Source: an optimization exercise on an open RTL-to-GDS flow (aim: small area). Production flows keep margins and buffers that such runs may drop. No functional check of the RTL was part of this run.

==> flow/flow/run.sh <==
#!/bin/bash
# Standard layout; ports buffered with a small buffer, synthesis buffers removed before placement.
set -euo pipefail
export BUFFER_PORTS_ARGS="-buffer_cell sky130_fd_sc_hd__buf_1"
export REMOVE_ABC_BUFFERS=1
export RECOVER_POWER=100
export CTS_ARGS="-sink_clustering_enable -repair_clock_nets -buf_list sky130_fd_sc_hd__clkbuf_8 -dont_use_dummy_load"
bash standard.sh > standard_flow.log 2>&1
==> flow/standard.sh <==
#!/bin/bash
# synth_recipe.tcl (not shown) runs the flow's synth.tcl, then flattens the netlist and writes it again
# the make line also repeats each setting of config.mk as NAME=value (left out here)
make -C /OpenROAD-flow-scripts/flow DESIGN_CONFIG=/design/flow/config.mk WORK_HOME=/design/flow/orfs CLKGATE_MAP_FILE= SYNTH_SCRIPT=/design/flow/synth_recipe.tcl "${@:-finish}"
==> flow/config.mk <==
export PLATFORM = sky130hd
export DESIGN_NAME = processing_element
export DESIGN_NICKNAME = processing_element
export VERILOG_FILES = /design/flow/design.v
export SDC_FILE = /design/flow/constraint.sdc
export NUM_CORES = 4
export LEC_CHECK = 0
export CAP_MARGIN = 0
export CORE_MARGIN = 2
export CORE_UTILIZATION = 40
export CTS_BUF_LIST = sky130_fd_sc_hd__clkbuf_8
export GPL_TIMING_DRIVEN = 0
export SLEW_MARGIN = 0
export SYNTH_HIERARCHICAL = 1
==> flow/constraint.sdc <==
create_clock -name core_clock -period 6.5 [get_ports {clk}]
set_input_delay 1.3000 -clock core_clock [delete_from_list [all_inputs] [get_ports {clk}]]
set_output_delay 1.3000 -clock core_clock [all_outputs]
set_load 0.01 [all_outputs]
==> flow/design.v <==
module processing_element(activation, weight, out, clk, rst);
parameter NON_ZERO_WEIGHTS = 108,
          SPECIAL_CASE = 0,
          FRACTIONAL_BITS = 8,
          BIT_SIZE = 16;
output reg signed [BIT_SIZE-1:0] out;
input [BIT_SIZE-1:0] activation, weight;
input clk, rst;
reg [23:0] s_n;        
reg [15:0] d1, d2, d3, d4;   
reg [6:0] cnt;       
reg valid;           
wire load = (cnt == 0);
wire [23:0] nxt;
wire one1;
wire two2;
wire neg3;
wire none4;
wire ntwo5;
wire nx6;
wire nx7;
wire nx8;
wire nx9;
wire nx10;
wire nx11;
wire nx12;
wire nx13;
wire nx14;
wire nx15;
wire nx16;
wire nx17;
wire nx18;
wire nx19;
wire nx20;
wire nx21;
wire pp22;
wire pp23;
wire pp24;
wire pp25;
wire pp26;
wire pp27;
wire pp28;
wire pp29;
wire pp30;
wire pp31;
wire pp32;
wire pp33;
wire pp34;
wire pp35;
wire pp36;
wire pp37;
wire pp38;
wire one39;
wire two40;
wire neg41;
wire none42;
wire ntwo43;
wire nx44;
wire nx45;
wire nx46;
wire nx47;
wire nx48;
wire nx49;
wire nx50;
wire nx51;
wire nx52;
wire nx53;
wire nx54;
wire nx55;
wire nx56;
wire nx57;
wire nx58;
wire nx59;
wire pp60;
wire pp61;
wire pp62;
wire pp63;
wire pp64;
wire pp65;
wire pp66;
wire pp67;
wire pp68;
wire pp69;
wire pp70;
wire pp71;
wire pp72;
wire pp73;
wire pp74;
wire pp75;
wire pp76;
wire one77;
wire two78;
wire neg79;
wire none80;
wire ntwo81;
wire nx82;
wire nx83;
wire nx84;
wire nx85;
wire nx86;
wire nx87;
wire nx88;
wire nx89;
wire nx90;
wire nx91;
wire nx92;
wire nx93;
wire nx94;
wire nx95;
wire nx96;
wire nx97;
wire pp98;
wire pp99;
wire pp100;
wire pp101;
wire pp102;
wire pp103;
wire pp104;
wire pp105;
wire pp106;
wire pp107;
wire pp108;
wire pp109;
wire pp110;
wire pp111;
wire pp112;
wire pp113;
wire pp114;
wire one115;
wire two116;
wire neg117;
wire none118;
wire ntwo119;
wire nx120;
wire nx121;
wire nx122;
wire nx123;
wire nx124;
wire nx125;
wire nx126;
wire nx127;
wire nx128;
wire nx129;
wire nx130;
wire nx131;
wire nx132;
wire nx133;
wire nx134;
wire nx135;
wire pp136;
wire pp137;
wire pp138;
wire pp139;
wire pp140;
wire pp141;
wire pp142;
wire pp143;
wire pp144;
wire pp145;
wire pp146;
wire pp147;
wire pp148;
wire pp149;
wire pp150;
wire pp151;
wire pp152;
wire one153;
wire two154;
wire neg155;
wire none156;
wire ntwo157;
wire nx158;
wire nx159;
wire nx160;
wire nx161;
wire nx162;
wire nx163;
wire nx164;
wire nx165;
wire nx166;
wire nx167;
wire nx168;
wire nx169;
wire nx170;
wire nx171;
wire nx172;
wire nx173;
wire pp174;
wire pp175;
wire pp176;
wire pp177;
wire pp178;
wire pp179;
wire pp180;
wire pp181;
wire pp182;
wire pp183;
wire pp184;
wire pp185;
wire pp186;
wire pp187;
wire pp188;
wire pp189;
wire one190;
wire two191;
wire neg192;
wire none193;
wire ntwo194;
wire nx195;
wire nx196;
wire nx197;
wire nx198;
wire nx199;
wire nx200;
wire nx201;
wire nx202;
wire nx203;
wire nx204;
wire nx205;
wire nx206;
wire nx207;
wire nx208;
wire pp209;
wire pp210;
wire pp211;
wire pp212;
wire pp213;
wire pp214;
wire pp215;
wire pp216;
wire pp217;
wire pp218;
wire pp219;
wire pp220;
wire pp221;
wire pp222;
wire one223;
wire two224;
wire neg225;
wire none226;
wire ntwo227;
wire nx228;
wire nx229;
wire nx230;
wire nx231;
wire nx232;
wire nx233;
wire nx234;
wire nx235;
wire nx236;
wire nx237;
wire nx238;
wire nx239;
wire pp240;
wire pp241;
wire pp242;
wire pp243;
wire pp244;
wire pp245;
wire pp246;
wire pp247;
wire pp248;
wire pp249;
wire pp250;
wire pp251;
wire one252;
wire two253;
wire neg254;
wire none255;
wire ntwo256;
wire nx257;
wire nx258;
wire nx259;
wire nx260;
wire nx261;
wire nx262;
wire nx263;
wire nx264;
wire nx265;
wire nx266;
wire pp267;
wire pp268;
wire pp269;
wire pp270;
wire pp271;
wire pp272;
wire pp273;
wire pp274;
wire pp275;
wire pp276;
wire ac277;
wire ac278;
wire ac279;
wire ac280;
wire ac281;
wire ac282;
wire ac283;
wire ac284;
wire ac285;
wire ac286;
wire ac287;
wire ac288;
wire ac289;
wire ac290;
wire ac291;
wire ac292;
wire ac293;
wire ac294;
wire ac295;
wire ac296;
wire ac297;
wire ac298;
wire ac299;
wire ac300;
wire fs301;
wire fc302;
wire fs303;
wire fc304;
wire fs305;
wire fc306;
wire fs307;
wire fc308;
wire fs309;
wire fc310;
wire fs311;
wire fc312;
wire fs313;
wire fc314;
wire fs315;
wire fc316;
wire fs317;
wire fc318;
wire fs319;
wire fc320;
wire fs321;
wire fc322;
wire fs323;
wire fc324;
wire fs325;
wire fc326;
wire fs327;
wire fc328;
wire fs329;
wire fc330;
wire hs331;
wire hc332;
wire fs333;
wire fc334;
wire fs335;
wire fc336;
wire hs337;
wire hc338;
wire fs339;
wire fc340;
wire fs341;
wire fc342;
wire hs343;
wire hc344;
wire fs345;
wire fc346;
wire fs347;
wire fc348;
wire fs349;
wire fc350;
wire fs351;
wire fc352;
wire fs353;
wire fc354;
wire hs355;
wire hc356;
wire fs357;
wire fc358;
wire fs359;
wire fc360;
wire fs361;
wire fc362;
wire fs363;
wire fc364;
wire fs365;
wire fc366;
wire hs367;
wire hc368;
wire fs369;
wire fc370;
wire fs371;
wire fc372;
wire fs373;
wire fc374;
wire fs375;
wire fc376;
wire fs377;
wire fc378;
wire fs379;
wire fs380;
wire fc381;
wire fs382;
wire fc383;
wire fs384;
wire fc385;
wire fs386;
wire fc387;
wire fs388;
wire fc389;
wire hs390;
wire hc391;
wire fs392;
wire fc393;
wire hs394;
wire hc395;
wire fs396;
wire fc397;
wire hs398;
wire hc399;
wire fs400;
wire fc401;
wire hs402;
wire hc403;
wire fs404;
wire fc405;
wire hs406;
wire hc407;
wire fs408;
wire fc409;
wire hs410;
wire hc411;
wire fs412;
wire fc413;
wire fs414;
wire fc415;
wire fs416;
wire fc417;
wire fs418;
wire fc419;
wire fs420;
wire fc421;
wire fs422;
wire fc423;
wire fs424;
wire fc425;
wire fs426;
wire fc427;
wire fs428;
wire fc429;
wire fs430;
wire fc431;
wire fs432;
wire fc433;
wire fs434;
wire fc435;
wire fs436;
wire fc437;
wire fs438;
wire fc439;
wire fs440;
wire fc441;
wire fs442;
wire fc443;
wire fs444;
wire fc445;
wire hs446;
wire hc447;
wire fs448;
wire fc449;
wire fs450;
wire fc451;
wire fs452;
wire hs453;
wire fs454;
wire fc455;
wire fs456;
wire fc457;
wire fs458;
wire fc459;
wire fs460;
wire fc461;
wire fs462;
wire fc463;
wire fs464;
wire fc465;
wire fs466;
wire fc467;
wire fs468;
wire fc469;
wire fs470;
wire fc471;
wire fs472;
wire fc473;
wire fs474;
wire fc475;
wire fs476;
wire fc477;
wire fs478;
wire fc479;
wire fs480;
wire fc481;
wire fs482;
wire fc483;
wire fs484;
wire fc485;
wire fs486;
wire fc487;
wire fs488;
wire fc489;
wire fs490;
wire fc491;
wire fs492;
wire fc493;
wire fs494;
wire fc495;
wire fs496;
wire fs497;
wire fc498;
wire hs499;
wire hc500;
wire hs501;
wire hc502;
wire hs503;
wire hc504;
wire hs505;
wire hc506;
wire hs507;
wire hc508;
wire hs509;
wire hc510;
wire fs511;
wire fc512;
wire fs513;
wire fc514;
wire fs515;
wire fc516;
wire fs517;
wire fc518;
wire fs519;
wire fc520;
wire fs521;
wire fc522;
wire fs523;
wire fc524;
wire fs525;
wire fc526;
wire fs527;
wire fc528;
wire fs529;
wire fc530;
wire fs531;
wire fc532;
wire fs533;
wire fc534;
wire fs535;
wire fc536;
wire fs537;
wire fc538;
wire fs539;
wire fc540;
wire fs541;
wire fc542;
wire fs543;
wire g544;
wire p545;
wire g546;
wire p547;
wire g548;
wire p549;
wire g550;
wire p551;
wire g552;
wire p553;
wire g554;
wire p555;
wire g556;
wire p557;
wire g558;
wire p559;
wire g560;
wire p561;
wire g562;
wire p563;
wire g564;
wire p565;
wire g566;
wire p567;
wire g568;
wire p569;
wire g570;
wire p571;
wire g572;
wire p573;
wire g574;
wire p575;
wire g576;
wire p577;
wire g578;
wire p579;
wire g580;
wire p581;
wire g582;
wire p583;
wire g584;
wire p585;
wire g586;
wire p587;
wire g588;
wire p589;
wire g590;
wire p591;
wire G592;
wire P593;
wire G594;
wire P595;
wire G596;
wire P597;
wire G598;
wire P599;
wire G600;
wire P601;
wire G602;
wire P603;
wire G604;
wire P605;
wire G606;
wire P607;
wire G608;
wire P609;
wire G610;
wire P611;
wire G612;
wire P613;
wire G614;
wire P615;
wire G616;
wire P617;
wire G618;
wire P619;
wire G620;
wire P621;
wire G622;
wire P623;
wire G624;
wire P625;
wire G626;
wire P627;
wire G628;
wire P629;
wire G630;
wire P631;
wire G632;
wire P633;
wire G634;
wire P635;
wire G636;
wire P637;
wire G638;
wire P639;
wire G640;
wire P641;
wire G642;
wire P643;
wire G644;
wire P645;
wire G646;
wire P647;
wire G648;
wire P649;
wire G650;
wire P651;
wire G652;
wire P653;
wire G654;
wire P655;
wire G656;
wire P657;
wire G658;
wire P659;
wire G660;
wire P661;
wire G662;
wire P663;
wire G664;
wire P665;
wire G666;
wire P667;
wire G668;
wire P669;
wire G670;
wire P671;
wire G672;
wire P673;
wire G674;
wire P675;
wire G676;
wire P677;
wire G678;
wire P679;
wire G680;
wire P681;
wire G682;
wire P683;
wire G684;
wire P685;
wire G686;
wire P687;
wire G688;
wire P689;
wire G690;
wire P691;
wire G692;
wire P693;
wire G694;
wire P695;
assign one1 = weight[0] ^ 1'b0;
assign two2 = (weight[1] & ~weight[0] & ~1'b0) | (~weight[1] & weight[0] & 1'b0);
assign neg3 = weight[1] & ~(weight[0] & 1'b0);
assign none4 = ~one1;
assign ntwo5 = ~two2;
assign nx6 = ~(activation[0] ^ neg3);
assign nx7 = ~(activation[1] ^ neg3);
assign nx8 = ~(activation[2] ^ neg3);
assign nx9 = ~(activation[3] ^ neg3);
assign nx10 = ~(activation[4] ^ neg3);
assign nx11 = ~(activation[5] ^ neg3);
assign nx12 = ~(activation[6] ^ neg3);
assign nx13 = ~(activation[7] ^ neg3);
assign nx14 = ~(activation[8] ^ neg3);
assign nx15 = ~(activation[9] ^ neg3);
assign nx16 = ~(activation[10] ^ neg3);
assign nx17 = ~(activation[11] ^ neg3);
assign nx18 = ~(activation[12] ^ neg3);
assign nx19 = ~(activation[13] ^ neg3);
assign nx20 = ~(activation[14] ^ neg3);
assign nx21 = ~(activation[15] ^ neg3);
assign pp22 = ((one1 & ~nx6) | (two2 & neg3));
pe_o22ai u_sel1 (.a(none4), .b(nx7), .c(ntwo5), .d(nx6), .y(pp23));
pe_o22ai u_sel2 (.a(none4), .b(nx8), .c(ntwo5), .d(nx7), .y(pp24));
pe_o22ai u_sel3 (.a(none4), .b(nx9), .c(ntwo5), .d(nx8), .y(pp25));
pe_o22ai u_sel4 (.a(none4), .b(nx10), .c(ntwo5), .d(nx9), .y(pp26));
pe_o22ai u_sel5 (.a(none4), .b(nx11), .c(ntwo5), .d(nx10), .y(pp27));
pe_o22ai u_sel6 (.a(none4), .b(nx12), .c(ntwo5), .d(nx11), .y(pp28));
pe_o22ai u_sel7 (.a(none4), .b(nx13), .c(ntwo5), .d(nx12), .y(pp29));
pe_o22ai u_sel8 (.a(none4), .b(nx14), .c(ntwo5), .d(nx13), .y(pp30));
pe_o22ai u_sel9 (.a(none4), .b(nx15), .c(ntwo5), .d(nx14), .y(pp31));
pe_o22ai u_sel10 (.a(none4), .b(nx16), .c(ntwo5), .d(nx15), .y(pp32));
pe_o22ai u_sel11 (.a(none4), .b(nx17), .c(ntwo5), .d(nx16), .y(pp33));
pe_o22ai u_sel12 (.a(none4), .b(nx18), .c(ntwo5), .d(nx17), .y(pp34));
pe_o22ai u_sel13 (.a(none4), .b(nx19), .c(ntwo5), .d(nx18), .y(pp35));
pe_o22ai u_sel14 (.a(none4), .b(nx20), .c(ntwo5), .d(nx19), .y(pp36));
pe_o22ai u_sel15 (.a(none4), .b(nx21), .c(ntwo5), .d(nx20), .y(pp37));
pe_o22a u_sel16 (.a(none4), .b(nx21), .c(ntwo5), .d(nx21), .y(pp38));
assign one39 = weight[2] ^ weight[1];
assign two40 = (weight[3] & ~weight[2] & ~weight[1]) | (~weight[3] & weight[2] & weight[1]);
assign neg41 = weight[3] & ~(weight[2] & weight[1]);
assign none42 = ~one39;
assign ntwo43 = ~two40;
assign nx44 = ~(activation[0] ^ neg41);
assign nx45 = ~(activation[1] ^ neg41);
assign nx46 = ~(activation[2] ^ neg41);
assign nx47 = ~(activation[3] ^ neg41);
assign nx48 = ~(activation[4] ^ neg41);
assign nx49 = ~(activation[5] ^ neg41);
assign nx50 = ~(activation[6] ^ neg41);
assign nx51 = ~(activation[7] ^ neg41);
assign nx52 = ~(activation[8] ^ neg41);
assign nx53 = ~(activation[9] ^ neg41);
assign nx54 = ~(activation[10] ^ neg41);
assign nx55 = ~(activation[11] ^ neg41);
assign nx56 = ~(activation[12] ^ neg41);
assign nx57 = ~(activation[13] ^ neg41);
assign nx58 = ~(activation[14] ^ neg41);
assign nx59 = ~(activation[15] ^ neg41);
assign pp60 = ((one39 & ~nx44) | (two40 & neg41));
pe_o22ai u_sel17 (.a(none42), .b(nx45), .c(ntwo43), .d(nx44), .y(pp61));
pe_o22ai u_sel18 (.a(none42), .b(nx46), .c(ntwo43), .d(nx45), .y(pp62));
pe_o22ai u_sel19 (.a(none42), .b(nx47), .c(ntwo43), .d(nx46), .y(pp63));
pe_o22ai u_sel20 (.a(none42), .b(nx48), .c(ntwo43), .d(nx47), .y(pp64));
pe_o22ai u_sel21 (.a(none42), .b(nx49), .c(ntwo43), .d(nx48), .y(pp65));
pe_o22ai u_sel22 (.a(none42), .b(nx50), .c(ntwo43), .d(nx49), .y(pp66));
pe_o22ai u_sel23 (.a(none42), .b(nx51), .c(ntwo43), .d(nx50), .y(pp67));
pe_o22ai u_sel24 (.a(none42), .b(nx52), .c(ntwo43), .d(nx51), .y(pp68));
pe_o22ai u_sel25 (.a(none42), .b(nx53), .c(ntwo43), .d(nx52), .y(pp69));
pe_o22ai u_sel26 (.a(none42), .b(nx54), .c(ntwo43), .d(nx53), .y(pp70));
pe_o22ai u_sel27 (.a(none42), .b(nx55), .c(ntwo43), .d(nx54), .y(pp71));
pe_o22ai u_sel28 (.a(none42), .b(nx56), .c(ntwo43), .d(nx55), .y(pp72));
pe_o22ai u_sel29 (.a(none42), .b(nx57), .c(ntwo43), .d(nx56), .y(pp73));
pe_o22ai u_sel30 (.a(none42), .b(nx58), .c(ntwo43), .d(nx57), .y(pp74));
pe_o22ai u_sel31 (.a(none42), .b(nx59), .c(ntwo43), .d(nx58), .y(pp75));
pe_o22a u_sel32 (.a(none42), .b(nx59), .c(ntwo43), .d(nx59), .y(pp76));
assign one77 = weight[4] ^ weight[3];
assign two78 = (weight[5] & ~weight[4] & ~weight[3]) | (~weight[5] & weight[4] & weight[3]);
assign neg79 = weight[5] & ~(weight[4] & weight[3]);
assign none80 = ~one77;
assign ntwo81 = ~two78;
assign nx82 = ~(activation[0] ^ neg79);
assign nx83 = ~(activation[1] ^ neg79);
assign nx84 = ~(activation[2] ^ neg79);
assign nx85 = ~(activation[3] ^ neg79);
assign nx86 = ~(activation[4] ^ neg79);
assign nx87 = ~(activation[5] ^ neg79);
assign nx88 = ~(activation[6] ^ neg79);
assign nx89 = ~(activation[7] ^ neg79);
assign nx90 = ~(activation[8] ^ neg79);
assign nx91 = ~(activation[9] ^ neg79);
assign nx92 = ~(activation[10] ^ neg79);
assign nx93 = ~(activation[11] ^ neg79);
assign nx94 = ~(activation[12] ^ neg79);
assign nx95 = ~(activation[13] ^ neg79);
assign nx96 = ~(activation[14] ^ neg79);
assign nx97 = ~(activation[15] ^ neg79);
assign pp98 = ((one77 & ~nx82) | (two78 & neg79));
pe_o22ai u_sel33 (.a(none80), .b(nx83), .c(ntwo81), .d(nx82), .y(pp99));
pe_o22ai u_sel34 (.a(none80), .b(nx84), .c(ntwo81), .d(nx83), .y(pp100));
pe_o22ai u_sel35 (.a(none80), .b(nx85), .c(ntwo81), .d(nx84), .y(pp101));
pe_o22ai u_sel36 (.a(none80), .b(nx86), .c(ntwo81), .d(nx85), .y(pp102));
pe_o22ai u_sel37 (.a(none80), .b(nx87), .c(ntwo81), .d(nx86), .y(pp103));
pe_o22ai u_sel38 (.a(none80), .b(nx88), .c(ntwo81), .d(nx87), .y(pp104));
pe_o22ai u_sel39 (.a(none80), .b(nx89), .c(ntwo81), .d(nx88), .y(pp105));
pe_o22ai u_sel40 (.a(none80), .b(nx90), .c(ntwo81), .d(nx89), .y(pp106));
pe_o22ai u_sel41 (.a(none80), .b(nx91), .c(ntwo81), .d(nx90), .y(pp107));
pe_o22ai u_sel42 (.a(none80), .b(nx92), .c(ntwo81), .d(nx91), .y(pp108));
pe_o22ai u_sel43 (.a(none80), .b(nx93), .c(ntwo81), .d(nx92), .y(pp109));
pe_o22ai u_sel44 (.a(none80), .b(nx94), .c(ntwo81), .d(nx93), .y(pp110));
pe_o22ai u_sel45 (.a(none80), .b(nx95), .c(ntwo81), .d(nx94), .y(pp111));
pe_o22ai u_sel46 (.a(none80), .b(nx96), .c(ntwo81), .d(nx95), .y(pp112));
pe_o22ai u_sel47 (.a(none80), .b(nx97), .c(ntwo81), .d(nx96), .y(pp113));
pe_o22a u_sel48 (.a(none80), .b(nx97), .c(ntwo81), .d(nx97), .y(pp114));
assign one115 = weight[6] ^ weight[5];
assign two116 = (weight[7] & ~weight[6] & ~weight[5]) | (~weight[7] & weight[6] & weight[5]);
assign neg117 = weight[7] & ~(weight[6] & weight[5]);
assign none118 = ~one115;
assign ntwo119 = ~two116;
assign nx120 = ~(activation[0] ^ neg117);
assign nx121 = ~(activation[1] ^ neg117);
assign nx122 = ~(activation[2] ^ neg117);
assign nx123 = ~(activation[3] ^ neg117);
assign nx124 = ~(activation[4] ^ neg117);
assign nx125 = ~(activation[5] ^ neg117);
assign nx126 = ~(activation[6] ^ neg117);
assign nx127 = ~(activation[7] ^ neg117);
assign nx128 = ~(activation[8] ^ neg117);
assign nx129 = ~(activation[9] ^ neg117);
assign nx130 = ~(activation[10] ^ neg117);
assign nx131 = ~(activation[11] ^ neg117);
assign nx132 = ~(activation[12] ^ neg117);
assign nx133 = ~(activation[13] ^ neg117);
assign nx134 = ~(activation[14] ^ neg117);
assign nx135 = ~(activation[15] ^ neg117);
assign pp136 = ((one115 & ~nx120) | (two116 & neg117));
pe_o22ai u_sel49 (.a(none118), .b(nx121), .c(ntwo119), .d(nx120), .y(pp137));
pe_o22ai u_sel50 (.a(none118), .b(nx122), .c(ntwo119), .d(nx121), .y(pp138));
pe_o22ai u_sel51 (.a(none118), .b(nx123), .c(ntwo119), .d(nx122), .y(pp139));
pe_o22ai u_sel52 (.a(none118), .b(nx124), .c(ntwo119), .d(nx123), .y(pp140));
pe_o22ai u_sel53 (.a(none118), .b(nx125), .c(ntwo119), .d(nx124), .y(pp141));
pe_o22ai u_sel54 (.a(none118), .b(nx126), .c(ntwo119), .d(nx125), .y(pp142));
pe_o22ai u_sel55 (.a(none118), .b(nx127), .c(ntwo119), .d(nx126), .y(pp143));
pe_o22ai u_sel56 (.a(none118), .b(nx128), .c(ntwo119), .d(nx127), .y(pp144));
pe_o22ai u_sel57 (.a(none118), .b(nx129), .c(ntwo119), .d(nx128), .y(pp145));
pe_o22ai u_sel58 (.a(none118), .b(nx130), .c(ntwo119), .d(nx129), .y(pp146));
pe_o22ai u_sel59 (.a(none118), .b(nx131), .c(ntwo119), .d(nx130), .y(pp147));
pe_o22ai u_sel60 (.a(none118), .b(nx132), .c(ntwo119), .d(nx131), .y(pp148));
pe_o22ai u_sel61 (.a(none118), .b(nx133), .c(ntwo119), .d(nx132), .y(pp149));
pe_o22ai u_sel62 (.a(none118), .b(nx134), .c(ntwo119), .d(nx133), .y(pp150));
pe_o22ai u_sel63 (.a(none118), .b(nx135), .c(ntwo119), .d(nx134), .y(pp151));
pe_o22a u_sel64 (.a(none118), .b(nx135), .c(ntwo119), .d(nx135), .y(pp152));
assign one153 = weight[8] ^ weight[7];
assign two154 = (weight[9] & ~weight[8] & ~weight[7]) | (~weight[9] & weight[8] & weight[7]);
assign neg155 = weight[9] & ~(weight[8] & weight[7]);
assign none156 = ~one153;
assign ntwo157 = ~two154;
assign nx158 = ~(activation[0] ^ neg155);
assign nx159 = ~(activation[1] ^ neg155);
assign nx160 = ~(activation[2] ^ neg155);
assign nx161 = ~(activation[3] ^ neg155);
assign nx162 = ~(activation[4] ^ neg155);
assign nx163 = ~(activation[5] ^ neg155);
assign nx164 = ~(activation[6] ^ neg155);
assign nx165 = ~(activation[7] ^ neg155);
assign nx166 = ~(activation[8] ^ neg155);
assign nx167 = ~(activation[9] ^ neg155);
assign nx168 = ~(activation[10] ^ neg155);
assign nx169 = ~(activation[11] ^ neg155);
assign nx170 = ~(activation[12] ^ neg155);
assign nx171 = ~(activation[13] ^ neg155);
assign nx172 = ~(activation[14] ^ neg155);
assign nx173 = ~(activation[15] ^ neg155);
assign pp174 = ((one153 & ~nx158) | (two154 & neg155));
pe_o22ai u_sel65 (.a(none156), .b(nx159), .c(ntwo157), .d(nx158), .y(pp175));
pe_o22ai u_sel66 (.a(none156), .b(nx160), .c(ntwo157), .d(nx159), .y(pp176));
pe_o22ai u_sel67 (.a(none156), .b(nx161), .c(ntwo157), .d(nx160), .y(pp177));
pe_o22ai u_sel68 (.a(none156), .b(nx162), .c(ntwo157), .d(nx161), .y(pp178));
pe_o22ai u_sel69 (.a(none156), .b(nx163), .c(ntwo157), .d(nx162), .y(pp179));
pe_o22ai u_sel70 (.a(none156), .b(nx164), .c(ntwo157), .d(nx163), .y(pp180));
pe_o22ai u_sel71 (.a(none156), .b(nx165), .c(ntwo157), .d(nx164), .y(pp181));
pe_o22ai u_sel72 (.a(none156), .b(nx166), .c(ntwo157), .d(nx165), .y(pp182));
pe_o22ai u_sel73 (.a(none156), .b(nx167), .c(ntwo157), .d(nx166), .y(pp183));
pe_o22ai u_sel74 (.a(none156), .b(nx168), .c(ntwo157), .d(nx167), .y(pp184));
pe_o22ai u_sel75 (.a(none156), .b(nx169), .c(ntwo157), .d(nx168), .y(pp185));
pe_o22ai u_sel76 (.a(none156), .b(nx170), .c(ntwo157), .d(nx169), .y(pp186));
pe_o22ai u_sel77 (.a(none156), .b(nx171), .c(ntwo157), .d(nx170), .y(pp187));
pe_o22ai u_sel78 (.a(none156), .b(nx172), .c(ntwo157), .d(nx171), .y(pp188));
pe_o22ai u_sel79 (.a(none156), .b(nx173), .c(ntwo157), .d(nx172), .y(pp189));
assign one190 = weight[10] ^ weight[9];
assign two191 = (weight[11] & ~weight[10] & ~weight[9]) | (~weight[11] & weight[10] & weight[9]);
assign neg192 = weight[11] & ~(weight[10] & weight[9]);
assign none193 = ~one190;
assign ntwo194 = ~two191;
assign nx195 = ~(activation[0] ^ neg192);
assign nx196 = ~(activation[1] ^ neg192);
assign nx197 = ~(activation[2] ^ neg192);
assign nx198 = ~(activation[3] ^ neg192);
assign nx199 = ~(activation[4] ^ neg192);
assign nx200 = ~(activation[5] ^ neg192);
assign nx201 = ~(activation[6] ^ neg192);
assign nx202 = ~(activation[7] ^ neg192);
assign nx203 = ~(activation[8] ^ neg192);
assign nx204 = ~(activation[9] ^ neg192);
assign nx205 = ~(activation[10] ^ neg192);
assign nx206 = ~(activation[11] ^ neg192);
assign nx207 = ~(activation[12] ^ neg192);
assign nx208 = ~(activation[13] ^ neg192);
assign pp209 = ((one190 & ~nx195) | (two191 & neg192));
pe_o22ai u_sel80 (.a(none193), .b(nx196), .c(ntwo194), .d(nx195), .y(pp210));
pe_o22ai u_sel81 (.a(none193), .b(nx197), .c(ntwo194), .d(nx196), .y(pp211));
pe_o22ai u_sel82 (.a(none193), .b(nx198), .c(ntwo194), .d(nx197), .y(pp212));
pe_o22ai u_sel83 (.a(none193), .b(nx199), .c(ntwo194), .d(nx198), .y(pp213));
pe_o22ai u_sel84 (.a(none193), .b(nx200), .c(ntwo194), .d(nx199), .y(pp214));
pe_o22ai u_sel85 (.a(none193), .b(nx201), .c(ntwo194), .d(nx200), .y(pp215));
pe_o22ai u_sel86 (.a(none193), .b(nx202), .c(ntwo194), .d(nx201), .y(pp216));
pe_o22ai u_sel87 (.a(none193), .b(nx203), .c(ntwo194), .d(nx202), .y(pp217));
pe_o22ai u_sel88 (.a(none193), .b(nx204), .c(ntwo194), .d(nx203), .y(pp218));
pe_o22ai u_sel89 (.a(none193), .b(nx205), .c(ntwo194), .d(nx204), .y(pp219));
pe_o22ai u_sel90 (.a(none193), .b(nx206), .c(ntwo194), .d(nx205), .y(pp220));
pe_o22ai u_sel91 (.a(none193), .b(nx207), .c(ntwo194), .d(nx206), .y(pp221));
pe_o22ai u_sel92 (.a(none193), .b(nx208), .c(ntwo194), .d(nx207), .y(pp222));
assign one223 = weight[12] ^ weight[11];
assign two224 = (weight[13] & ~weight[12] & ~weight[11]) | (~weight[13] & weight[12] & weight[11]);
assign neg225 = weight[13] & ~(weight[12] & weight[11]);
assign none226 = ~one223;
assign ntwo227 = ~two224;
assign nx228 = ~(activation[0] ^ neg225);
assign nx229 = ~(activation[1] ^ neg225);
assign nx230 = ~(activation[2] ^ neg225);
assign nx231 = ~(activation[3] ^ neg225);
assign nx232 = ~(activation[4] ^ neg225);
assign nx233 = ~(activation[5] ^ neg225);
assign nx234 = ~(activation[6] ^ neg225);
assign nx235 = ~(activation[7] ^ neg225);
assign nx236 = ~(activation[8] ^ neg225);
assign nx237 = ~(activation[9] ^ neg225);
assign nx238 = ~(activation[10] ^ neg225);
assign nx239 = ~(activation[11] ^ neg225);
assign pp240 = ((one223 & ~nx228) | (two224 & neg225));
pe_o22ai u_sel93 (.a(none226), .b(nx229), .c(ntwo227), .d(nx228), .y(pp241));
pe_o22ai u_sel94 (.a(none226), .b(nx230), .c(ntwo227), .d(nx229), .y(pp242));
pe_o22ai u_sel95 (.a(none226), .b(nx231), .c(ntwo227), .d(nx230), .y(pp243));
pe_o22ai u_sel96 (.a(none226), .b(nx232), .c(ntwo227), .d(nx231), .y(pp244));
pe_o22ai u_sel97 (.a(none226), .b(nx233), .c(ntwo227), .d(nx232), .y(pp245));
pe_o22ai u_sel98 (.a(none226), .b(nx234), .c(ntwo227), .d(nx233), .y(pp246));
pe_o22ai u_sel99 (.a(none226), .b(nx235), .c(ntwo227), .d(nx234), .y(pp247));
pe_o22ai u_sel100 (.a(none226), .b(nx236), .c(ntwo227), .d(nx235), .y(pp248));
pe_o22ai u_sel101 (.a(none226), .b(nx237), .c(ntwo227), .d(nx236), .y(pp249));
pe_o22ai u_sel102 (.a(none226), .b(nx238), .c(ntwo227), .d(nx237), .y(pp250));
pe_o22ai u_sel103 (.a(none226), .b(nx239), .c(ntwo227), .d(nx238), .y(pp251));
assign one252 = weight[14] ^ weight[13];
assign two253 = (weight[15] & ~weight[14] & ~weight[13]) | (~weight[15] & weight[14] & weight[13]);
assign neg254 = weight[15] & ~(weight[14] & weight[13]);
assign none255 = ~one252;
assign ntwo256 = ~two253;
assign nx257 = ~(activation[0] ^ neg254);
assign nx258 = ~(activation[1] ^ neg254);
assign nx259 = ~(activation[2] ^ neg254);
assign nx260 = ~(activation[3] ^ neg254);
assign nx261 = ~(activation[4] ^ neg254);
assign nx262 = ~(activation[5] ^ neg254);
assign nx263 = ~(activation[6] ^ neg254);
assign nx264 = ~(activation[7] ^ neg254);
assign nx265 = ~(activation[8] ^ neg254);
assign nx266 = ~(activation[9] ^ neg254);
assign pp267 = ((one252 & ~nx257) | (two253 & neg254));
pe_o22ai u_sel104 (.a(none255), .b(nx258), .c(ntwo256), .d(nx257), .y(pp268));
pe_o22ai u_sel105 (.a(none255), .b(nx259), .c(ntwo256), .d(nx258), .y(pp269));
pe_o22ai u_sel106 (.a(none255), .b(nx260), .c(ntwo256), .d(nx259), .y(pp270));
pe_o22ai u_sel107 (.a(none255), .b(nx261), .c(ntwo256), .d(nx260), .y(pp271));
pe_o22ai u_sel108 (.a(none255), .b(nx262), .c(ntwo256), .d(nx261), .y(pp272));
pe_o22ai u_sel109 (.a(none255), .b(nx263), .c(ntwo256), .d(nx262), .y(pp273));
pe_o22ai u_sel110 (.a(none255), .b(nx264), .c(ntwo256), .d(nx263), .y(pp274));
pe_o22ai u_sel111 (.a(none255), .b(nx265), .c(ntwo256), .d(nx264), .y(pp275));
pe_o22ai u_sel112 (.a(none255), .b(nx266), .c(ntwo256), .d(nx265), .y(pp276));
assign ac277 = ~(s_n[0] | load);
assign ac278 = ~(s_n[1] | load);
assign ac279 = ~(s_n[2] | load);
assign ac280 = ~(s_n[3] | load);
assign ac281 = ~(s_n[4] | load);
assign ac282 = ~(s_n[5] | load);
assign ac283 = ~(s_n[6] | load);
assign ac284 = ~(s_n[7] | load);
assign ac285 = ~(s_n[8] | load);
assign ac286 = ~(s_n[9] | load);
assign ac287 = ~(s_n[10] | load);
assign ac288 = ~(s_n[11] | load);
assign ac289 = ~(s_n[12] | load);
assign ac290 = ~(s_n[13] | load);
assign ac291 = ~(s_n[14] | load);
assign ac292 = ~(s_n[15] | load);
assign ac293 = ~(s_n[16] | load);
assign ac294 = ~(s_n[17] | load);
assign ac295 = ~(s_n[18] | load);
assign ac296 = ~(s_n[19] | load);
assign ac297 = ~(s_n[20] | load);
assign ac298 = ~(s_n[21] | load);
assign ac299 = ~(s_n[22] | load);
assign ac300 = ~(s_n[23] | load);
pe_fa u_fa113 (.a(ac291), .b(neg254), .c(pp36), .s(fs301), .co(fc302));
pe_fa u_fa114 (.a(ac292), .b(pp37), .c(pp73), .s(fs303), .co(fc304));
pe_fa u_fa115 (.a(1'b1), .b(ac293), .c(pp38), .s(fs305), .co(fc306));
pe_fa u_fa116 (.a(1'b1), .b(ac294), .c(pp75), .s(fs307), .co(fc308));
pe_fa u_fa117 (.a(ac285), .b(neg155), .c(pp30), .s(fs309), .co(fc310));
pe_fa u_fa118 (.a(ac286), .b(pp31), .c(pp67), .s(fs311), .co(fc312));
pe_fa u_fa119 (.a(ac287), .b(neg192), .c(pp32), .s(fs313), .co(fc314));
pe_fa u_fa120 (.a(pp68), .b(pp104), .c(pp140), .s(fs315), .co(fc316));
pe_fa u_fa121 (.a(ac288), .b(pp33), .c(pp69), .s(fs317), .co(fc318));
pe_fa u_fa122 (.a(pp105), .b(pp141), .c(pp177), .s(fs319), .co(fc320));
pe_fa u_fa123 (.a(ac289), .b(neg225), .c(pp34), .s(fs321), .co(fc322));
pe_fa u_fa124 (.a(pp70), .b(pp106), .c(pp142), .s(fs323), .co(fc324));
pe_fa u_fa125 (.a(pp178), .b(pp211), .c(pp240), .s(fs325), .co(fc326));
pe_fa u_fa126 (.a(ac290), .b(pp35), .c(pp71), .s(fs327), .co(fc328));
pe_fa u_fa127 (.a(pp107), .b(pp143), .c(pp179), .s(fs329), .co(fc330));
pe_ha u_ha128 (.a(pp212), .b(pp241), .s(hs331), .co(hc332));
pe_fa u_fa129 (.a(pp72), .b(pp108), .c(pp144), .s(fs333), .co(fc334));
pe_fa u_fa130 (.a(pp180), .b(pp213), .c(pp242), .s(fs335), .co(fc336));
pe_ha u_ha131 (.a(pp267), .b(fs301), .s(hs337), .co(hc338));
pe_fa u_fa132 (.a(pp109), .b(pp145), .c(pp181), .s(fs339), .co(fc340));
pe_fa u_fa133 (.a(pp214), .b(pp243), .c(pp268), .s(fs341), .co(fc342));
pe_ha u_ha134 (.a(fc302), .b(fs303), .s(hs343), .co(hc344));
pe_fa u_fa135 (.a(pp74), .b(pp110), .c(pp146), .s(fs345), .co(fc346));
pe_fa u_fa136 (.a(pp182), .b(pp215), .c(pp244), .s(fs347), .co(fc348));
pe_fa u_fa137 (.a(pp269), .b(fc304), .c(fs305), .s(fs349), .co(fc350));
pe_fa u_fa138 (.a(pp111), .b(pp147), .c(pp183), .s(fs351), .co(fc352));
pe_fa u_fa139 (.a(pp216), .b(pp245), .c(pp270), .s(fs353), .co(fc354));
pe_ha u_ha140 (.a(fc306), .b(fs307), .s(hs355), .co(hc356));
pe_fa u_fa141 (.a(ac295), .b(pp76), .c(pp112), .s(fs357), .co(fc358));
pe_fa u_fa142 (.a(pp148), .b(pp184), .c(pp217), .s(fs359), .co(fc360));
pe_fa u_fa143 (.a(pp246), .b(pp271), .c(fc308), .s(fs361), .co(fc362));
pe_fa u_fa144 (.a(1'b1), .b(ac296), .c(pp113), .s(fs363), .co(fc364));
pe_fa u_fa145 (.a(pp149), .b(pp185), .c(pp218), .s(fs365), .co(fc366));
pe_ha u_ha146 (.a(pp247), .b(pp272), .s(hs367), .co(hc368));
pe_fa u_fa147 (.a(ac297), .b(pp114), .c(pp150), .s(fs369), .co(fc370));
pe_fa u_fa148 (.a(pp186), .b(pp219), .c(pp248), .s(fs371), .co(fc372));
pe_fa u_fa149 (.a(1'b1), .b(ac298), .c(pp151), .s(fs373), .co(fc374));
pe_fa u_fa150 (.a(pp187), .b(pp220), .c(pp249), .s(fs375), .co(fc376));
pe_fa u_fa151 (.a(ac299), .b(pp152), .c(pp188), .s(fs377), .co(fc378));
assign fs379 = 1'b1 ^ ac300 ^ pp189;
pe_fa u_fa152 (.a(ac281), .b(neg79), .c(pp26), .s(fs380), .co(fc381));
pe_fa u_fa153 (.a(ac282), .b(pp27), .c(pp63), .s(fs382), .co(fc383));
pe_fa u_fa154 (.a(ac283), .b(neg117), .c(pp28), .s(fs384), .co(fc385));
pe_fa u_fa155 (.a(pp64), .b(pp100), .c(pp136), .s(fs386), .co(fc387));
pe_fa u_fa156 (.a(ac284), .b(pp29), .c(pp65), .s(fs388), .co(fc389));
pe_ha u_ha157 (.a(pp101), .b(pp137), .s(hs390), .co(hc391));
pe_fa u_fa158 (.a(pp66), .b(pp102), .c(pp138), .s(fs392), .co(fc393));
pe_ha u_ha159 (.a(pp174), .b(fs309), .s(hs394), .co(hc395));
pe_fa u_fa160 (.a(pp103), .b(pp139), .c(pp175), .s(fs396), .co(fc397));
pe_ha u_ha161 (.a(fc310), .b(fs311), .s(hs398), .co(hc399));
pe_fa u_fa162 (.a(pp176), .b(pp209), .c(fc312), .s(fs400), .co(fc401));
pe_ha u_ha163 (.a(fs313), .b(fs315), .s(hs402), .co(hc403));
pe_fa u_fa164 (.a(pp210), .b(fc314), .c(fc316), .s(fs404), .co(fc405));
pe_ha u_ha165 (.a(fs317), .b(fs319), .s(hs406), .co(hc407));
pe_fa u_fa166 (.a(fc318), .b(fc320), .c(fs321), .s(fs408), .co(fc409));
pe_ha u_ha167 (.a(fs323), .b(fs325), .s(hs410), .co(hc411));
pe_fa u_fa168 (.a(hs331), .b(fc322), .c(fc324), .s(fs412), .co(fc413));
pe_fa u_fa169 (.a(fc326), .b(fs327), .c(fs329), .s(fs414), .co(fc415));
pe_fa u_fa170 (.a(hc332), .b(fc328), .c(fc330), .s(fs416), .co(fc417));
pe_fa u_fa171 (.a(fs333), .b(fs335), .c(hs337), .s(fs418), .co(fc419));
pe_fa u_fa172 (.a(fc334), .b(fc336), .c(fs339), .s(fs420), .co(fc421));
pe_fa u_fa173 (.a(fs341), .b(hc338), .c(hs343), .s(fs422), .co(fc423));
pe_fa u_fa174 (.a(fc340), .b(fc342), .c(fs345), .s(fs424), .co(fc425));
pe_fa u_fa175 (.a(fs347), .b(hc344), .c(fs349), .s(fs426), .co(fc427));
pe_fa u_fa176 (.a(fc346), .b(fc348), .c(fs351), .s(fs428), .co(fc429));
pe_fa u_fa177 (.a(fs353), .b(hs355), .c(fc350), .s(fs430), .co(fc431));
pe_fa u_fa178 (.a(fc352), .b(fc354), .c(fs357), .s(fs432), .co(fc433));
pe_fa u_fa179 (.a(fs359), .b(hc356), .c(fs361), .s(fs434), .co(fc435));
pe_fa u_fa180 (.a(hs367), .b(fc358), .c(fc360), .s(fs436), .co(fc437));
pe_fa u_fa181 (.a(fs363), .b(fs365), .c(fc362), .s(fs438), .co(fc439));
pe_fa u_fa182 (.a(pp273), .b(hc368), .c(fc364), .s(fs440), .co(fc441));
pe_fa u_fa183 (.a(fc366), .b(fs369), .c(fs371), .s(fs442), .co(fc443));
pe_fa u_fa184 (.a(pp274), .b(fc370), .c(fc372), .s(fs444), .co(fc445));
pe_ha u_ha185 (.a(fs373), .b(fs375), .s(hs446), .co(hc447));
pe_fa u_fa186 (.a(pp221), .b(pp250), .c(pp275), .s(fs448), .co(fc449));
pe_fa u_fa187 (.a(fc374), .b(fc376), .c(fs377), .s(fs450), .co(fc451));
assign fs452 = pp222 ^ pp251 ^ pp276;
assign hs453 = fc378 ^ fs379;
pe_fa u_fa188 (.a(ac279), .b(neg41), .c(pp24), .s(fs454), .co(fc455));
pe_fa u_fa189 (.a(ac280), .b(pp25), .c(pp61), .s(fs456), .co(fc457));
pe_fa u_fa190 (.a(pp62), .b(pp98), .c(fs380), .s(fs458), .co(fc459));
pe_fa u_fa191 (.a(pp99), .b(fc381), .c(fs382), .s(fs460), .co(fc461));
pe_fa u_fa192 (.a(fc383), .b(fs384), .c(fs386), .s(fs462), .co(fc463));
pe_fa u_fa193 (.a(hs390), .b(fc385), .c(fc387), .s(fs464), .co(fc465));
pe_fa u_fa194 (.a(hc391), .b(fc389), .c(fs392), .s(fs466), .co(fc467));
pe_fa u_fa195 (.a(fc393), .b(fs396), .c(hc395), .s(fs468), .co(fc469));
pe_fa u_fa196 (.a(fc397), .b(hc399), .c(hs402), .s(fs470), .co(fc471));
pe_fa u_fa197 (.a(hc403), .b(hs406), .c(fc401), .s(fs472), .co(fc473));
pe_fa u_fa198 (.a(hc407), .b(hs410), .c(fc405), .s(fs474), .co(fc475));
pe_fa u_fa199 (.a(hc411), .b(fc409), .c(fs412), .s(fs476), .co(fc477));
pe_fa u_fa200 (.a(fc413), .b(fc415), .c(fs416), .s(fs478), .co(fc479));
pe_fa u_fa201 (.a(fc417), .b(fs420), .c(fc419), .s(fs480), .co(fc481));
pe_fa u_fa202 (.a(fc421), .b(fs424), .c(fc423), .s(fs482), .co(fc483));
pe_fa u_fa203 (.a(fc425), .b(fs428), .c(fc427), .s(fs484), .co(fc485));
pe_fa u_fa204 (.a(fc429), .b(fs432), .c(fc431), .s(fs486), .co(fc487));
pe_fa u_fa205 (.a(fc433), .b(fs436), .c(fc435), .s(fs488), .co(fc489));
pe_fa u_fa206 (.a(fc437), .b(fs440), .c(fs442), .s(fs490), .co(fc491));
pe_fa u_fa207 (.a(hs446), .b(fc441), .c(fc443), .s(fs492), .co(fc493));
pe_fa u_fa208 (.a(fs448), .b(hc447), .c(fc445), .s(fs494), .co(fc495));
assign fs496 = fc449 ^ fs452 ^ hs453;
pe_fa u_fa209 (.a(ac277), .b(neg3), .c(pp22), .s(fs497), .co(fc498));
pe_ha u_ha210 (.a(ac278), .b(pp23), .s(hs499), .co(hc500));
pe_ha u_ha211 (.a(pp60), .b(fs454), .s(hs501), .co(hc502));
pe_ha u_ha212 (.a(fc455), .b(fs456), .s(hs503), .co(hc504));
pe_ha u_ha213 (.a(fc457), .b(fs458), .s(hs505), .co(hc506));
pe_ha u_ha214 (.a(fc459), .b(fs460), .s(hs507), .co(hc508));
pe_ha u_ha215 (.a(fc461), .b(fs462), .s(hs509), .co(hc510));
pe_fa u_fa216 (.a(fs388), .b(fc463), .c(fs464), .s(fs511), .co(fc512));
pe_fa u_fa217 (.a(hs394), .b(fc465), .c(fs466), .s(fs513), .co(fc514));
pe_fa u_fa218 (.a(hs398), .b(fc467), .c(fs468), .s(fs515), .co(fc516));
pe_fa u_fa219 (.a(fs400), .b(fc469), .c(fs470), .s(fs517), .co(fc518));
pe_fa u_fa220 (.a(fs404), .b(fc471), .c(fs472), .s(fs519), .co(fc520));
pe_fa u_fa221 (.a(fs408), .b(fc473), .c(fs474), .s(fs521), .co(fc522));
pe_fa u_fa222 (.a(fs414), .b(fc475), .c(fs476), .s(fs523), .co(fc524));
pe_fa u_fa223 (.a(fs418), .b(fc477), .c(fs478), .s(fs525), .co(fc526));
pe_fa u_fa224 (.a(fs422), .b(fc479), .c(fs480), .s(fs527), .co(fc528));
pe_fa u_fa225 (.a(fs426), .b(fc481), .c(fs482), .s(fs529), .co(fc530));
pe_fa u_fa226 (.a(fs430), .b(fc483), .c(fs484), .s(fs531), .co(fc532));
pe_fa u_fa227 (.a(fs434), .b(fc485), .c(fs486), .s(fs533), .co(fc534));
pe_fa u_fa228 (.a(fs438), .b(fc487), .c(fs488), .s(fs535), .co(fc536));
pe_fa u_fa229 (.a(fc439), .b(fs490), .c(fc489), .s(fs537), .co(fc538));
pe_fa u_fa230 (.a(fs444), .b(fc491), .c(fs492), .s(fs539), .co(fc540));
pe_fa u_fa231 (.a(fs450), .b(fc493), .c(fs494), .s(fs541), .co(fc542));
assign fs543 = fc451 ^ fc495 ^ fs496;
assign g544 = fs497 & 1'b0;
assign p545 = fs497 ^ 1'b0;
assign g546 = fc498 & hs499;
assign p547 = fc498 ^ hs499;
assign g548 = hc500 & hs501;
assign p549 = hc500 ^ hs501;
assign g550 = hc502 & hs503;
assign p551 = hc502 ^ hs503;
assign g552 = hc504 & hs505;
assign p553 = hc504 ^ hs505;
assign g554 = hc506 & hs507;
assign p555 = hc506 ^ hs507;
assign g556 = hc508 & hs509;
assign p557 = hc508 ^ hs509;
assign g558 = hc510 & fs511;
assign p559 = hc510 ^ fs511;
assign g560 = fc512 & fs513;
assign p561 = fc512 ^ fs513;
assign g562 = fc514 & fs515;
assign p563 = fc514 ^ fs515;
assign g564 = fc516 & fs517;
assign p565 = fc516 ^ fs517;
assign g566 = fc518 & fs519;
assign p567 = fc518 ^ fs519;
assign g568 = fc520 & fs521;
assign p569 = fc520 ^ fs521;
assign g570 = fc522 & fs523;
assign p571 = fc522 ^ fs523;
assign g572 = fc524 & fs525;
assign p573 = fc524 ^ fs525;
assign g574 = fc526 & fs527;
assign p575 = fc526 ^ fs527;
assign g576 = fc528 & fs529;
assign p577 = fc528 ^ fs529;
assign g578 = fc530 & fs531;
assign p579 = fc530 ^ fs531;
assign g580 = fc532 & fs533;
assign p581 = fc532 ^ fs533;
assign g582 = fc534 & fs535;
assign p583 = fc534 ^ fs535;
assign g584 = fc536 & fs537;
assign p585 = fc536 ^ fs537;
assign g586 = fc538 & fs539;
assign p587 = fc538 ^ fs539;
assign g588 = fc540 & fs541;
assign p589 = fc540 ^ fs541;
assign g590 = fc542 & fs543;
assign p591 = fc542 ^ fs543;
assign G592 = g546 | (p547 & g544);
assign P593 = p547 & p545;
assign G594 = g550 | (p551 & g548);
assign P595 = p551 & p549;
assign G596 = g554 | (p555 & g552);
assign P597 = p555 & p553;
assign G598 = g558 | (p559 & g556);
assign P599 = p559 & p557;
assign G600 = g562 | (p563 & g560);
assign P601 = p563 & p561;
assign G602 = g566 | (p567 & g564);
assign P603 = p567 & p565;
assign G604 = g570 | (p571 & g568);
assign P605 = p571 & p569;
assign G606 = g574 | (p575 & g572);
assign P607 = p575 & p573;
assign G608 = g578 | (p579 & g576);
assign P609 = p579 & p577;
assign G610 = g582 | (p583 & g580);
assign P611 = p583 & p581;
assign G612 = g586 | (p587 & g584);
assign P613 = p587 & p585;
assign G614 = g590 | (p591 & g588);
assign P615 = p591 & p589;
assign G616 = g548 | (p549 & G592);
assign P617 = p549 & P593;
assign G618 = G594 | (P595 & G592);
assign P619 = P595 & P593;
assign G620 = g556 | (p557 & G596);
assign P621 = p557 & P597;
assign G622 = G598 | (P599 & G596);
assign P623 = P599 & P597;
assign G624 = g564 | (p565 & G600);
assign P625 = p565 & P601;
assign G626 = G602 | (P603 & G600);
assign P627 = P603 & P601;
assign G628 = g572 | (p573 & G604);
assign P629 = p573 & P605;
assign G630 = G606 | (P607 & G604);
assign P631 = P607 & P605;
assign G632 = g580 | (p581 & G608);
assign P633 = p581 & P609;
assign G634 = G610 | (P611 & G608);
assign P635 = P611 & P609;
assign G636 = g588 | (p589 & G612);
assign P637 = p589 & P613;
assign G638 = G614 | (P615 & G612);
assign P639 = P615 & P613;
assign G640 = g552 | (p553 & G618);
assign P641 = p553 & P619;
assign G642 = G596 | (P597 & G618);
assign P643 = P597 & P619;
assign G644 = G620 | (P621 & G618);
assign P645 = P621 & P619;
assign G646 = G622 | (P623 & G618);
assign P647 = P623 & P619;
assign G648 = g568 | (p569 & G626);
assign P649 = p569 & P627;
assign G650 = G604 | (P605 & G626);
assign P651 = P605 & P627;
assign G652 = G628 | (P629 & G626);
assign P653 = P629 & P627;
assign G654 = G630 | (P631 & G626);
assign P655 = P631 & P627;
assign G656 = g584 | (p585 & G634);
assign P657 = p585 & P635;
assign G658 = G612 | (P613 & G634);
assign P659 = P613 & P635;
assign G660 = G636 | (P637 & G634);
assign P661 = P637 & P635;
assign G662 = G638 | (P639 & G634);
assign P663 = P639 & P635;
assign G664 = g560 | (p561 & G646);
assign P665 = p561 & P647;
assign G666 = G600 | (P601 & G646);
assign P667 = P601 & P647;
assign G668 = G624 | (P625 & G646);
assign P669 = P625 & P647;
assign G670 = G626 | (P627 & G646);
assign P671 = P627 & P647;
assign G672 = G648 | (P649 & G646);
assign P673 = P649 & P647;
assign G674 = G650 | (P651 & G646);
assign P675 = P651 & P647;
assign G676 = G652 | (P653 & G646);
assign P677 = P653 & P647;
assign G678 = G654 | (P655 & G646);
assign P679 = P655 & P647;
assign G680 = g576 | (p577 & G678);
assign P681 = p577 & P679;
assign G682 = G608 | (P609 & G678);
assign P683 = P609 & P679;
assign G684 = G632 | (P633 & G678);
assign P685 = P633 & P679;
assign G686 = G634 | (P635 & G678);
assign P687 = P635 & P679;
assign G688 = G656 | (P657 & G678);
assign P689 = P657 & P679;
assign G690 = G658 | (P659 & G678);
assign P691 = P659 & P679;
assign G692 = G660 | (P661 & G678);
assign P693 = P661 & P679;
assign G694 = G662 | (P663 & G678);
assign P695 = P663 & P679;
assign nxt[0] = p545;
assign nxt[1] = (p547 ^ g544);
assign nxt[2] = (p549 ^ G592);
assign nxt[3] = (p551 ^ G616);
assign nxt[4] = (p553 ^ G618);
assign nxt[5] = (p555 ^ G640);
assign nxt[6] = (p557 ^ G642);
assign nxt[7] = (p559 ^ G644);
assign nxt[8] = (p561 ^ G646);
assign nxt[9] = (p563 ^ G664);
assign nxt[10] = (p565 ^ G666);
assign nxt[11] = (p567 ^ G668);
assign nxt[12] = (p569 ^ G670);
assign nxt[13] = (p571 ^ G672);
assign nxt[14] = (p573 ^ G674);
assign nxt[15] = (p575 ^ G676);
assign nxt[16] = (p577 ^ G678);
assign nxt[17] = (p579 ^ G680);
assign nxt[18] = (p581 ^ G682);
assign nxt[19] = (p583 ^ G684);
assign nxt[20] = (p585 ^ G686);
assign nxt[21] = (p587 ^ G688);
assign nxt[22] = (p589 ^ G690);
assign nxt[23] = (p591 ^ G692);
always @(posedge clk) begin
  s_n <= ~nxt;
  d1 <= s_n[FRACTIONAL_BITS+15:FRACTIONAL_BITS];
  d2 <= d1;
  d3 <= d2;
  d4 <= d3;
  if (!rst) begin
    cnt <= 0;
    valid <= 1'b0;
    out <= 0;
  end else begin
    cnt <= (cnt == NON_ZERO_WEIGHTS - 1) ? 7'd0 : cnt + 7'd1;
    valid <= valid | (cnt == 4);
    out <= valid ? ~d4 : 16'd0;
  end
end
endmodule
module pe_fa(a, b, c, s, co);
input a, b, c;
output s, co;
assign s = a ^ b ^ c;
assign co = (a & b) | (a & c) | (b & c);
endmodule
module pe_o22ai(a, b, c, d, y);
input a, b, c, d;
output y;
assign y = ~((a | b) & (c | d));
endmodule
module pe_o22a(a, b, c, d, y);
input a, b, c, d;
output y;
assign y = (a | b) & (c | d);
endmodule
module pe_ha(a, b, s, co);
input a, b;
output s, co;
assign s = a ^ b;
assign co = a & b;
endmodule
==> results.toml <==
[hold_path]
hold_depth = 0
min_from = "d2[11]$_DFF_P_"
min_to = "d3[11]$_DFF_P_"
min_path_type = "flop to flop"

[yosys]
synth_area_leaders = "dfxtp_1 28%, fa_1 26%, xnor2_1 15%"
synth_edf_count = 0
synth_ff_type = "dfxtp_1"
synth_top_area_cell = "dfxtp_1"
yosysTopAreaCellShare_pct = 27.9
yosysSeqAreaShare_pct = 27.9
yosysUniqueCellTypes = 42
synth_common_cells = "136 x xnor2_1, 112 x dfxtp_1, 108 x o22ai_1"
synth.most_common_cell = "xnor2_1"
netlist_area_sq_um = 8040
syn_area_per_cell_sq_um = 10.7
synth_cells = 750
synth-seq-cells = 112
async_reset_ff_share_pct = 0
yosysWarningCount = 7

[placed_design]
io_buffers = 49
gp_congestion = 0.877
hpwl_um = 13900
dpl_cell_area_sq_um = 8560

[global_route]
overflow = 0
grt_pass1_wl_um = 28400
grt_max_degree = 23
grt_pass1_vias = 5576
grt_antenna_before_repair = 0
grt_usage_pct = 16.5

[sta]
period_share_pct = 95.1
setup_viol = 0
finClkSkew_ns = 0.0320
rsz0062_at_grt = "no"
timing.fmax_mhz = 162
layout_min_cycle_time_ns = 6.18
hold_ws_ns = 0.293
worstMarginPinSlew_ns = 1.25
drv_slew = 0
hold_violations = 0
slew_headroom_pct = 16.5

[critical_path]
path_max_fanout = 22
arrival_ns = 6.45
worstReg2RegStart = "cnt[4]$_SDFF_PP0_"
end_kind = "flop"
crit_start = "weight[1]"
rrSetupSlack_ns = 1.14
crit_path_start_kind = "primary input"
crit_required_ns = 6.76
crit_type = "primary input to flop"
rr_worst_depth = 17
r2r-end = "s_n[23]$_DFF_P_"

[clock_tree]
path_clk_slew_ns = 0.11
cts_tree = "built"
post_cts_buffers = 0
clk_latency_ns = 0.38
cts_sinks = 112
numCtsBuffers = 9
cts_buffer_depth = 2
htree_levels = 3
root_buffer = "clkbuf_8"
hold_buffers = 0

[cells_and_area]
n_antenna_cell = 0
area_delta_synth_final_pct = 8.35
drive_above_1_share_pct = 4.19
nets = 978
fin_area_sq_um = 8720
fin_util_pct = 44.5

[die]
ios = 50
dieArea_sq_um = 21300
start_util_pct = 41.1
std_cell_rows = 51
die_w_um = 146
fp.dieH_um = 146
core_sq_um = 19600

[route]
num_vias = 5531
drt-total-wl_um = 16900
drt-initial-drc-count = 254
wl_per_cell_um = 16.1
dr.pass1.iters = 5
drcViolationCount = 0
via_per_inst = 5.25
ant_nets = 0

[outcome]
outcome = "finished clean"

[flow_run]
maxCapViolations = 0
==> layer usage <==
layer  part of all wire [%]  wire [um]  global-route usage [%]
met1                     49       8250                    23.4
met2                     46       7740                    26.5
met3                    4.4        752                    2.38
met4                    1.1        184                    4.46
met5                      0          0                       0
==> modules after synthesis (local to each module, per instance) <==
| module | copies in the design | flip-flops and latches | area (sq um) |
|---|---|---|---|
| pe_fa | 101 | 0 | 20.0 |
| pe_ha | 18 | 0 | 12.5 |
| processing_element | 1 | 112 | 5090 |
| pe_o22a | 4 | 0 | 8.76 |
| pe_o22ai | 108 | 0 | 6.26 |
==> worst max path at each step <==
stage               slack (ns)               to
floorplan                 0.13  s_n[16]$_DFF_P_
global placement         -1.50  s_n[23]$_DFF_P_
detailed placement       -1.16  s_n[23]$_DFF_P_
CTS                       0.08  s_n[23]$_DFF_P_
global route              0.04  s_n[23]$_DFF_P_
finish                    0.32  s_n[23]$_DFF_P_
==> layout by cell type, fill, tap and decap left out, types with 5 or more instances in the layout <==
cell type	synthesis	routed
inv_1	31	31
o22ai_1	108	108
ha_1	49	49
nand2_1	11	11
buf_1	9	47
xnor2_1	136	136
nor2_2	0	8
nor2b_1	11	11
nor3_1	11	11
dfxtp_1	112	112
buf_8	0	6
a21o_1	5	5
clkbuf_8	0	9
o21ai_0	10	10
o32ai_1	7	7
xor2_1	9	9
nor2_1	63	55
a21oi_1	15	12
fa_1	105	105
==> state kept, by name, summed over array words and instances, names as in the netlist <==
| register | count |
|---|---|
| d1 | 16 |
| out | 16 |
| d4 | 16 |
| s_n | 24 |
| d3 | 16 |
| valid | 1 |
| d2 | 16 |
| cnt | 7 |
==> logic make-up (layout without fill, tap and decap cells) <==
kind of cell | after synthesis | in the layout | synth area share, %
xor gates and xnor gates | 145 | 145 | 15.8
and+or+nand+nor | 111 | 111 | 6.14
other | 1 | 4 | 0.0466
DFF | 112 | 112 | 27.9
adders and majority gates | 154 | 154 | 33.8
buffers and inverters | 60 | 95 | 2.88
AOI/OAI and AO/OA | 167 | 167 | 13.5
==> repair_timing <==
item	CTS	global route
endpoints found under the setup margin	11	4
hold endpoints to repair	0	0
gates resized for setup	5	5
==> layout make-up <==
class | count | area, sq um
inverter | 31 | 116
clock buffer | 9 | 124
timing repair buffer | 55 | 275
tap | 265 | 332
fill | 1919 | 10900
multi-input combinational | 581 | 5630
sequential | 112 | 2240
==> through the flow <==
step | std cells | worst slack (ns) | setup TNS, ns
final | 1053 | 0.316 | 0
after global routing | 1053 | 0.0416 | 0
after CTS | 1053 | 0.0753 | 0
after detailed placement | 1044 | -1.16 | -10.40
after global placement | 1038 | -1.50 | -15.41
after floorplan | 724 | 0.135 | 0
==> critical path, cell delays in order <==
cell and delay, ns:
buf_2 0.29, ha_1 0.32, nor2_2 0.31, buf_8 0.23, xnor2_1 0.17, o22ai_1 0.15, fa_1 0.42, fa_1 0.48
fa_1 0.39, fa_1 0.51, fa_1 0.41, ha_1 0.34, a21o_1 0.20, a21oi_1 0.23, o21ai_0 0.17, a31oi_1 0.18
o21ai_0 0.16, xnor2_1 0.16

-- port drivers added, routing unchanged --
The flow's constraints put no driver on any port. The routed layout listed below was extracted and timed again, unchanged, in two steps. Step 1 sets driving cells, clkbuf_16 on the clock port and buf_2 on the other inputs (assumed; they add their load-dependent delay and slew). Step 2 moves the port delays by t, midway between the first and last clock arrival at a register: inputs arrive t later, outputs are due t later. That takes back most of the time a late clock gives input paths. Three values: no drivers, after step 1, after step 2; two values: the first two.
t, ns: 0.407
setup slack, ns: 0.316 / 0.338 / -0.069
hold slack, ns: 0.293 / 0.293 / 0.293
worst setup path after step 2: input to register
pins driven straight from the clock port: 1
With both steps, setup timing fails in this run, where it was met with ideal ports. The setup slack of this run moves by +0.022 ns with the drivers and by -0.385 ns with both steps.
